This is an optimization exercise on Yosys and OpenROAD, whose aim is small area, not a production implementation. In this exercise RTL edits were held to simulation tests only and were not proved equivalent to the original. No activity file was given, so power comes from the tool's default toggle rates.

`design/flow/constraint.sdc`:
```
create_clock -name core_clock -period 10.0 [get_ports {clk}]
set_input_delay 2.0000 -clock core_clock [delete_from_list [all_inputs] [get_ports {clk}]]
set_output_delay 2.0000 -clock core_clock [all_outputs]
set_load 0.01 [all_outputs]
```
`design/flow/standard.sh`:
```
#!/bin/bash
# synth_recipe.tcl (not shown) runs the flow's synth.tcl, then flattens the netlist and writes it again
# the make line also repeats each setting of config.mk as NAME=value (left out here)
make -C /OpenROAD-flow-scripts/flow DESIGN_CONFIG=/design/flow/config.mk WORK_HOME=/design/flow/orfs CLKGATE_MAP_FILE= SYNTH_SCRIPT=/design/flow/synth_recipe.tcl "${@:-finish}"
```
`design/flow/config.mk`:
```
export PLATFORM = sky130hd
export DESIGN_NAME = final_top
export DESIGN_NICKNAME = final_top
export VERILOG_FILES = /design/flow/design.v
export SDC_FILE = /design/flow/constraint.sdc
export NUM_CORES = 4
export LEC_CHECK = 0
export CAP_MARGIN = 20
export CORE_MARGIN = 2
export CORE_UTILIZATION = 40
export SLEW_MARGIN = 20
```
`design/flow/flow/run.sh`:
```
#!/bin/bash
set -o pipefail
cp standard.sh standard_copy.sh.txt 2>/dev/null
cat standard.sh > standard_sh.log
export BUFFER_PORTS_ARGS="-buffer_cell sky130_fd_sc_hd__buf_1"
export CTS_ARGS="-sink_clustering_enable -repair_clock_nets -dont_use_dummy_load"
bash standard.sh > flow_standard.log 2>&1
```
`design/flow/design.v`:
```
module final_top(
	input clk,
	input rst_n,
	input [7:0] datain,
	input random_btn,
	output big,
	output smal,
	output [7:0] seg,
	output [3:0] sel,
	output [3:0] led_out,
	output [7:0] key
);
reg [7:0] R;
reg       out;
reg       npre;
reg       e8;
always @(posedge clk)
	if (!rst_n) begin
		R <= 8'd0; out <= 1'b0; npre <= 1'b0; e8 <= 1'b0;
	end else begin
		R <= {R[6:0], out};
		out <= ~npre | (R[7] ^ R[6]);
		npre <= npre | e8;
		e8 <= R[7];
	end
reg [7:0] k;
reg       bq;
always @(posedge clk)
	if (!rst_n) begin
		k <= 8'hAA; bq <= 1'b0;
	end else begin
		bq <= random_btn;
		if (random_btn & ~bq) k <= R;
	end
assign key  = k;
assign big  = datain > k;
assign smal = datain < k;
wire match = (datain == k);
reg rf, lf, p;
wire trun = rst_n & ~match;
wire lrun = rst_n & match;
always @(posedge clk) begin
	rf <= ~trun;
	lf <= lrun;
	p  <= rf;
end
wire lm = lf & p;
reg       tc;
reg [1:0] dc;
reg [6:0] Y;
reg       b;
reg [3:0] sl;
reg [2:0] sh;
reg [3:0] ml;
reg [2:0] mt;
wire t4   = tc & (dc == 2'd3);
wire W    = t4 & (Y == 7'd124);
wire inc  = W & (lm ^ b);
wire s15  = (sh[1:0] == 2'd1) & (sl == 4'd5);
wire s22  = (sh[1:0] == 2'd2) & (sl == 4'd2);
wire s25  = (sh[1:0] == 2'd2) & (sl == 4'd5);
wire lend = lm & W & ~b;
wire g2   = lend & (s15 | s22);
wire g3   = lend & s25;
wire gap  = g2 | g3;
wire c_sh = inc & (sl == 4'd9);
wire c_ml = c_sh & (sh == 3'd5);
wire c_mt = c_ml & (ml == 4'd9);
wire keep = ~rf | (lrun & lm);
wire l2   = lrun & lf & ~p;
always @(posedge clk)
	if (!keep) begin
		tc <= l2; dc <= 2'd0; Y <= 7'd0; b <= 1'b0;
		sl <= 4'd0; sh <= 3'd0; ml <= 4'd0; mt <= 3'd0;
	end else begin
		tc <= gap ? g3 : ~tc;
		if (gap) dc <= {1'b1, g2};
		else if (tc) dc <= dc + 2'd1;
		if (gap) Y <= 7'd124;
		else if (t4) Y <= W ? 7'd0 : Y + 7'd1;
		if (W) b <= lm ? gap : ~b;
		if (inc) begin
			if (lm & s25) begin
				sl <= 4'd0; sh <= 3'd0;
			end else begin
				sl <= (sl == 4'd9) ? 4'd0 : sl + 4'd1;
				if (c_sh) sh <= (sh == 3'd5) ? 3'd0 : sh + 3'd1;
			end
		end
		if (c_ml) ml <= (ml == 4'd9) ? 4'd0 : ml + 4'd1;
		if (c_mt) mt <= (mt == 3'd5) ? 3'd0 : mt + 3'd1;
	end
reg [3:0] dig;
always @*
	case (dc)
		2'd0: dig = sl;
		2'd1: dig = {1'b0, sh};
		2'd2: dig = ml;
		default: dig = {1'b0, mt};
	endcase
wire w = dig[3], x = dig[2], y = dig[1], z = dig[0];
wire [6:0] s7;
assign s7[0] = w | y | (x & z) | (~x & ~z);
assign s7[1] = ~x | (~y & ~z) | (y & z);
assign s7[2] = x | ~y | z;
assign s7[3] = w | (~x & ~z) | (y & ~z) | (~x & y) | (x & ~y & z);
assign s7[4] = (~x & ~z) | (y & ~z);
assign s7[5] = w | (~y & ~z) | (x & ~y) | (x & ~z);
assign s7[6] = w | (x & ~y) | (~x & y) | (y & ~z);
wire bomb = ml[3] | ml[2] | ml[1];
wire [6:0] bp;
assign bp[0] = ~dc[1] ^ dc[0];
assign bp[1] = dc[1] & ~dc[0];
assign bp[2] = dc[1] & ~dc[0];
assign bp[3] = ~(dc[1] & dc[0]);
assign bp[4] = 1'b1;
assign bp[5] = ~(dc[0] & ~dc[1]);
assign bp[6] = dc[0];
wire [7:0] seg_d = bomb ? {1'b1, bp} : {~dc[0], s7};
wire [3:0] sel_d = {~(dc == 2'd3), ~(dc == 2'd2), ~(dc == 2'd1), ~(dc == 2'd0)};
assign seg = rf ? 8'd0 : seg_d;
assign sel = rf ? 4'd0 : {sel_d[0], sel_d[1], sel_d[2], sel_d[3]};
wire [3:0] sv;
assign sv[0] = (~sl[0] & ~sl[1] & ~sh[0] & ~sh[1]) | (sl[0] & sl[1] & sh[1]) | (~sl[0] & sl[1] & sh[0]) | (sl[1] & sl[2] & sh[0]) | (sl[3] & sh[0]) | (~sl[0] & sl[2] & sh[1]);
assign sv[1] = (~sl[0] & ~sl[1] & sh[1]) | (sl[0] & ~sl[1] & ~sh[0] & ~sh[1]) | (sl[0] & sl[1] & sh[0]) | (sl[3] & sh[0]) | (sl[2] & sh[1]);
assign sv[2] = (~sl[0] & sl[1] & ~sh[0] & ~sh[1]) | (~sl[0] & ~sl[1] & sh[0]) | (sl[3] & sh[0]) | (~sl[1] & ~sl[2] & sh[1]) | (sl[0] & ~sl[2] & sh[1]) | (~sl[0] & sl[2] & sh[1]);
assign sv[3] = (~sl[1] & sh[1]) | (~sl[0] & sh[1]) | (sl[0] & sl[1] & ~sh[0] & ~sh[1]) | (sl[0] & ~sl[1] & sh[0]);
wire half = ~b & (Y[6] | ((Y[5:1] == 5'b11111) & (Y[0] | dc[1])));
assign led_out = sv & {4{half & lm}};
endmodule
```
==> results of run 1 <==
[state kept, by name, summed over array words and instances (netlist names)]
name and flops:
b 1, sl 4, e8 1, p 1, npre 1, bq 1
dc 2, mt 3, sh 3, rf 1, lf 1, R 8
k 8, ml 4, out 1, Y 7, tc 1
[stage by stage]
stage,hold WS (ps),util
3_3_place_gp,411,0.443
4_1_cts,439,0.453
2_1_floorplan,362,-
6_report,432,0.453
3_5_place_dp,415,0.443
5_1_grt,452,0.453
[worst register-to-register path, cell delays in order, from the launching register on]
cell     delay, ps
dfxtp_1        350
inv_1           60
ha_1           280
nand4_1        200
nor2_1         100
and2_1         200
a31oi_2        580
buf_4          330
nor2_1          80
[layer usage]
layer,track usage,up-vias,part of all wire
met5,0,-,0
met1,0.227,1115,0.48
met4,0.0441,0,0.0073
met2,0.265,59,0.48
met3,0.0289,7,0.034
li1,-,1241,-
[kinds of logic (layout without fill, tap and decap cells)]
| family | after synthesis | after routing | synth area share |
|---|---|---|---|
| AND/OR/NAND/NOR | 127 | 127 | 0.249 |
| adder cells (fa/ha/maj) | 16 | 16 | 0.0693 |
| buffers and inverters | 39 | 63 | 0.0610 |
| AO/OA/AOI/OAI | 86 | 86 | 0.215 |
| XOR/XNOR | 12 | 12 | 0.0369 |
| multiplexers | 9 | 9 | 0.0320 |
| flip-flops | 48 | 48 | 0.337 |
[cell type report]
class | count | area share
multi-input combinational | 250 | 0.557
sequential | 48 | 0.311
timing repair buffer | 37 | 0.0461
tap | 96 | 0.0388
inverter | 21 | 0.0255
clock buffer | 5 | 0.0222
[cell usage after synthesis, drive strengths merged (3+ instances only)]
cell    count
a21boi      5
a21o        5
a21oi      19
a221oi      5
a22oi       3
a31oi       7
and2       12
buf         5
clkbuf     13
dfxtp      48
ha         15
inv        21
mux2i       8
nand2      31
nand2b      4
nand3      12
nand3b      4
nand4       6
nor2       28
nor2b       8
nor3        8
o211ai      5
o21a        5
o21ai      17
xnor2       7
xor2        5
[power by group through the flow]
stage               clock (W)  sequential [W]  combinational, W
floorplan                   0        0.000203         0.0000253
finish               0.000103        0.000200         0.0000351
detailed placement          0        0.000204         0.0000356
CTS                  0.000109        0.000200         0.0000358
global route         0.000116        0.000201         0.0000404
global placement            0        0.000205         0.0000353
[final timing paths]
check / depth (start not counted) / from / end / slack, ps
setup / recovery: 7 / datain[5] / smal / 4760
hold / removal: 1 / e8 / npre / 430
setup reg to reg: 8 / k[7] / dc[0] / 7700
hold reg to reg: 1 / e8 / npre / 430
==> out/results.txt, run 1 <==
Num CTS Buffers: 5
Crit path arrival time: 3240 ps
pre-CTS worst setup slack: 4740 ps
Flop pwr share: 0.591
final setup margin: 4760 ps
unique cell type count in the Yosys netlist: 59
area delta synth->final: 8.51%
Filler Cell Count: 698
PD cells: 109 nW/um^2
Syn Inst Count: 337
wire length per cell: 13.2 um
vias per std cell: 5.30
Critical-path top delay cell: ha_1
FF+latch count, synth: 48
Crit path max-delay family: compound AO/OA/AOI/OAI gates
highest clock rate: 191 MHz
DR iter-0 viols: 121
final std cells w/o fill: 457
Async SR Flop Fraction: 0
synthesized area: 2850 sq um
Final Skew: 18.6 ps
drt drc: 0
clock network power share: 0.305
Switch Pwr: 0.0000842 W
Worst setup EP type: output port
Worst-Skew Late Latency: 300 ps
crit path kind: primary input to output port
crit-path max FO: 2
# port buffers: 36
DP HPWL: 4.52 mm
peak supply drop: 0.0000575 V
full die area: 7820 sq um
P_int: 0.000254 W
Req. time, crit path: 8000 ps
post-CTS setup buffer count: 0
Nets: 389
Buf/Inv on CP: 2
placed instance count: 452
max-slew headroom at the worst pin: 0.495
Core ar.: 6830 sq um
min-delay worst type: flop to flop
drt first pass iters: 4
Worst-Margin Slew: 755 ps
Final Hold Viols: 0
first-pass GRT wire length: 10.3 mm
multi-input logic area: 1720 sq um
Crit path largest cell delay: 300 ps
H-tree depth: 2
ys flop type: dfxtp_1
Finish-stage setup viols: 0
fraction of the yosys area taken by sequential cells: 0.337
most common cell after layout, fill and taps aside: dfxtp_1
Chip Height: 88.4 um
startpoint type of the worst setup path: primary input
Sink Count: 48
YS warnings: 1
layout cells sized above 1: 0.0609
# rows: 30
syn nets: 363
Max clock buf depth: 2
post-synth top area share: 0.337
Max Cap Viol: 0
final WL: 6.03 mm
total number of vias: 2422
CTS root buf: clkbuf_8
die span in x: 88.4 um
Post-CTS Resized: 0
CP Cell Sequence: buf_1 > ha_1 > a21o_1 > a21o_1 > a21oi_1 > o21a_1 > buf_1
period utilization: 0.524
Synth area leader: dfxtp_1
sequential cell area: 961 sq um
Post-synth EDFFs: 0
status: timing/DRC/antenna clean
setup TNS: 0 ps
all-layer global routing usage: 0.164
initial antenna violation count: 0
Initial Util: 0.417
Area after DPL: 3030 sq um
commonest cells after routing, fill and taps aside: dfxtp_1, buf_1, nand2_1, nor2_1, inv_1
Clock transition at path regs: 90 ps
final instance area: 3090 sq um
Gate power share: 0.104
hold buffer count at CTS: 0
Synth area leaders: dfxtp_1, ha_1, nand2_1, nor2_1, a21oi_1
sw frac: 0.249
total chip power: 0.000338 W
vias in the first global route: 2199
Diodes inserted: 0
GPL Wtd Cong: 0.810
largest net degree at the start of global routing: 23
CTS tree: built
Post-DRT Antenna Nets: 0
RSZ-0062 raised after global routing: no
LEAKAGE: 1.14 nW
max-slew violations: 0
io pins: 37
Syn Area/Cell: 8.46 sq um
total grt overflow: 0
min Tclk post-route: 5240 ps
==> inputs of run 2 (changes only) <==
==> design/flow/run.sh (new file) <==
#!/bin/bash
# synth_recipe.tcl (not shown) runs the flow's synth.tcl, then flattens the netlist and writes it again
# the make line also repeats each setting of config.mk as NAME=value (left out here)
make -C /OpenROAD-flow-scripts/flow DESIGN_CONFIG=/design/flow/config.mk WORK_HOME=/design/flow/orfs CLKGATE_MAP_FILE= SYNTH_SCRIPT=/design/flow/synth_recipe.tcl finish
removed: design/flow/flow/run.sh
removed: design/flow/standard.sh
==> run 2 against run 1 <==
Worst setup slack worse by 720 ps. Global-route usage is 0.90 points higher. Sequential share of layout area is 2.7 points lower. Count of clock-buffer cells in the layout stayed put. Synthesized area stayed put. Utilization is 4.3 points higher. Routed wire length is 6.9% higher. Synthesized cell count stayed put. Final area is 9.5% higher. Non-clock buffer count stayed put. Power is 23% higher. Critical endpoint unchanged. Largest power group unchanged. Highest routed layer unchanged.
==> out/results.txt, run 2 <==
status: timing/DRC/antenna clean
Post-synth EDFFs: 0 (unchanged)
Worst R2R Path Depth: 6 (-2)
Reg2Reg Setup Slack: 7730 ps (+30 ps)
largest net degree at the start of global routing: 24 (+4.3%)
io pins: 37 (unchanged)
Finish-stage setup viols: 0 (unchanged)
final instance area: 3390 sq um (+9.5%)
Final Hold Viols: 0 (unchanged)
drt first pass iters: 4 (unchanged)
die span in x: 88.4 um (unchanged)
max-slew violations: 0 (unchanged)
CTS tree: built
Worst setup EP type: output port
Worst-Margin Slew: 827 ps (+71.7 ps)
Req. time, crit path: 8000 ps (about the same)
crit-path max FO: 2 (unchanged)
min-delay src: e8
Core ar.: 6830 sq um (unchanged)
ys flop type: dfxtp_1
final std cells w/o fill: 460 (+0.66%)
Post-DRT Antenna Nets: 0 (unchanged)
# rows: 30 (unchanged)
Synth area leader: dfxtp_1
Critical-path top delay cell: clkdlybuf4s50_1
period utilization: 0.597 (+0.0724)
most common cell after layout, fill and taps aside: dfxtp_1
synthesized area: 2850 sq um (unchanged)
peak supply drop: 0.0000736 V (+28%)
Nets: 389 (unchanged)
Async SR Flop Fraction: 0 (unchanged)
Max Cap Viol: 0 (unchanged)
Diodes inserted: 0 (unchanged)
top cells by count, synth: dfxtp_1, nand2_1, nor2_1, inv_1, a21oi_1
total number of vias: 2399 (-0.95%)
Num CTS Buffers: 5 (unchanged)
sequential cell area: 961 sq um (unchanged)
total grt overflow: 0 (unchanged)
unique cell type count in the Yosys netlist: 59 (unchanged)
all-layer global routing usage: 0.173 (+0.00903)
LEAKAGE: 1.26 nW (+11%)
R2R Path Start: dc[0]
Worst-Skew Late Latency: 310 ps (about the same)
Area after DPL: 3250 sq um (+7.4%)
layout cells sized above 1: 0.0687 (+0.00774)
fraction of the yosys area taken by sequential cells: 0.337 (unchanged)
drt drc: 0 (unchanged)
Hold EP: npre
min Tclk post-route: 5970 ps (+724 ps)
Crit path largest cell delay: 530 ps (+230 ps)
CTS root buf: clkbuf_8
Sink Count: 48 (unchanged)
hold buffer count at CTS: 0 (unchanged)
count leader, synth: dfxtp_1
DR iter-0 viols: 90 (-26%)
initial antenna violation count: 0 (unchanged)
total chip power: 0.000415 W (+23%)
crit path kind: primary input to output port
Chip Height: 88.4 um (unchanged)
# port buffers: 36 (unchanged)
Filler Cell Count: 684 (-2.0%)
Syn Inst Count: 337 (unchanged)
area delta synth->final: 18.8%
first-pass GRT wire length: 10.7 mm (+4.1%)
startpoint type of the worst setup path: primary input
Clock transition at path regs: 90 ps (about the same)
max-slew headroom at the worst pin: 0.447 (-0.0479)
Largest regs: R: 8 flops, k: 8 flops, Y: 7 flops
Syn Area/Cell: 8.46 sq um (unchanged)
full die area: 7820 sq um (unchanged)
placed instance count: 452 (unchanged)
final setup margin: 4030 ps (-724 ps)
r2r endpoint: mt[2]
Crit path arrival time: 3970 ps (+730 ps)
commonest cells after routing, fill and taps aside: dfxtp_1, clkdlybuf4s50_1, nand2_1, nor2_1, inv_1
Post-CTS Resized: 0 (unchanged)
YS warnings: 1 (unchanged)
highest clock rate: 168 MHz (-12%)
FF+latch count, synth: 48 (unchanged)
post-synth top area share: 0.337 (unchanged)
post-CTS setup buffer count: 0 (unchanged)
setup TNS: 0 ps (unchanged)
DP HPWL: 4.77 mm (+5.5%)
final WL: 6.45 mm (+6.9%)
WHS Path Cells: 1 (unchanged)
GPL Wtd Cong: 0.807 (-0.38%)
H-tree depth: 2 (unchanged)
multi-input logic area: 1720 sq um (unchanged)
Synth area leaders: dfxtp_1, ha_1, nand2_1, nor2_1, a21oi_1
vias per std cell: 5.22 (-1.6%)
RSZ-0062 raised after global routing: no
syn nets: 363 (unchanged)
Final Skew: 10.4 ps (-8.20 ps)
min-delay worst type: flop to flop
CP Cell Sequence: clkdlybuf4s50_1 > ha_1 > a21o_1 > a21o_1 > a21oi_1 > o21a_1 > clkdlybuf4s50_1
pre-CTS worst setup slack: 4010 ps (-724 ps)
wire length per cell: 14.0 um (+6.2%)
Max clock buf depth: 2 (unchanged)
vias in the first global route: 2240 (+1.9%)
Initial Util: 0.417 (unchanged)
PD cells: 123 nW/um^2 (+12%)
[run 2: worst max path at each step]
| stage | cells past startpoint | slack [ps] | startpoint | end |
|---|---|---|---|---|
| floorplan | 5 | 5060 | datain[5] | smal |
| global placement | 7 | 4010 | datain[5] | smal |
| detailed placement | 7 | 4010 | datain[5] | smal |
| CTS | 7 | 4000 | datain[5] | smal |
| global route | 7 | 3950 | datain[5] | smal |
| finish | 7 | 4030 | datain[5] | smal |
[run 2: worst max-delay path: cells and delay by family]
kind,cells,cell delay [ps]
buf+inv,2,930
compound gates,4,730
fa+ha+maj,1,310
[run 2: per-stage QoR]
stage | hold WS [ps] | utilization
5_1_grt | 464 | 0.496
3_5_place_dp | 417 | 0.476
4_1_cts | 440 | 0.496
3_3_place_gp | 411 | 0.476
6_report | 433 | 0.496
2_1_floorplan | 362 | -
[run 2: cell families (layout without fill, tap and decap cells)]
family | Yosys count | in the layout | synth area share
and+or+nand+nor | 127 | 127 | 0.249
AOI/OAI and AO/OA | 86 | 86 | 0.215
DFF | 48 | 48 | 0.337
buffers and inverters | 39 | 66 | 0.0610
adders and majority gates | 16 | 16 | 0.0693
xor gates and xnor gates | 12 | 12 | 0.0369
muxes | 9 | 9 | 0.0320
[run 2: power by group]
group          switching (W)  leakage [nW]  total [W]  internal (W)
Combinational      0.0000221         0.805  0.0000458     0.0000238
Sequential        0.00000490         0.391   0.000200      0.000195
Clock              0.0000686        0.0687   0.000169      0.000101
[run 2: routing by layer]
metal  wire [um]  track usage  vias up
met1        3140        0.229     1122
li1            -            -     1242
met4          52       0.0468        0
met3         156       0.0317        5
met2        3100        0.290       30
met5           0            0        -
[run 2: area by class of cell]
type / count / area share
Multi-Input combinational cell: 250 / 0.508
Clock buffer: 5 / 0.0203
Inverter: 21 / 0.0233
Clock inverter: 3 / 0.0203
Tap cell: 96 / 0.0355
Sequential cell: 48 / 0.284
Timing Repair Buffer: 37 / 0.109

==> separate check: timing with driven ports <==
Ports are ideal in the flow. The routed layouts listed here were re-timed in OpenROAD.
Step 1, drivers: a clkbuf_16 drives clk and a buf_2 each remaining input, both assumed.
Step 2 moves the port delays by t, midway between the first and last clock arrival at a register: inputs arrive t later, outputs are due t later. That takes back most of the time a late clock gives input paths.
Slacks: no drivers / after step 1 / after step 2; pairs: no drivers / after step 1.
run	shift t [ns]	setup slack, ns	worst hold slack (ns)
run 1	0.312	4.757 / 4.736 / 4.736	0.432 / 0.432 / 0.432
run 2	0.329	4.032 / 4.001 / 4.001	0.433 / 0.433 / 0.433
After both steps every run listed still meets setup and hold. For run 2, which loses most, drivers alone change the setup slack by -0.031 ns; drivers and shift together by -0.031 ns.
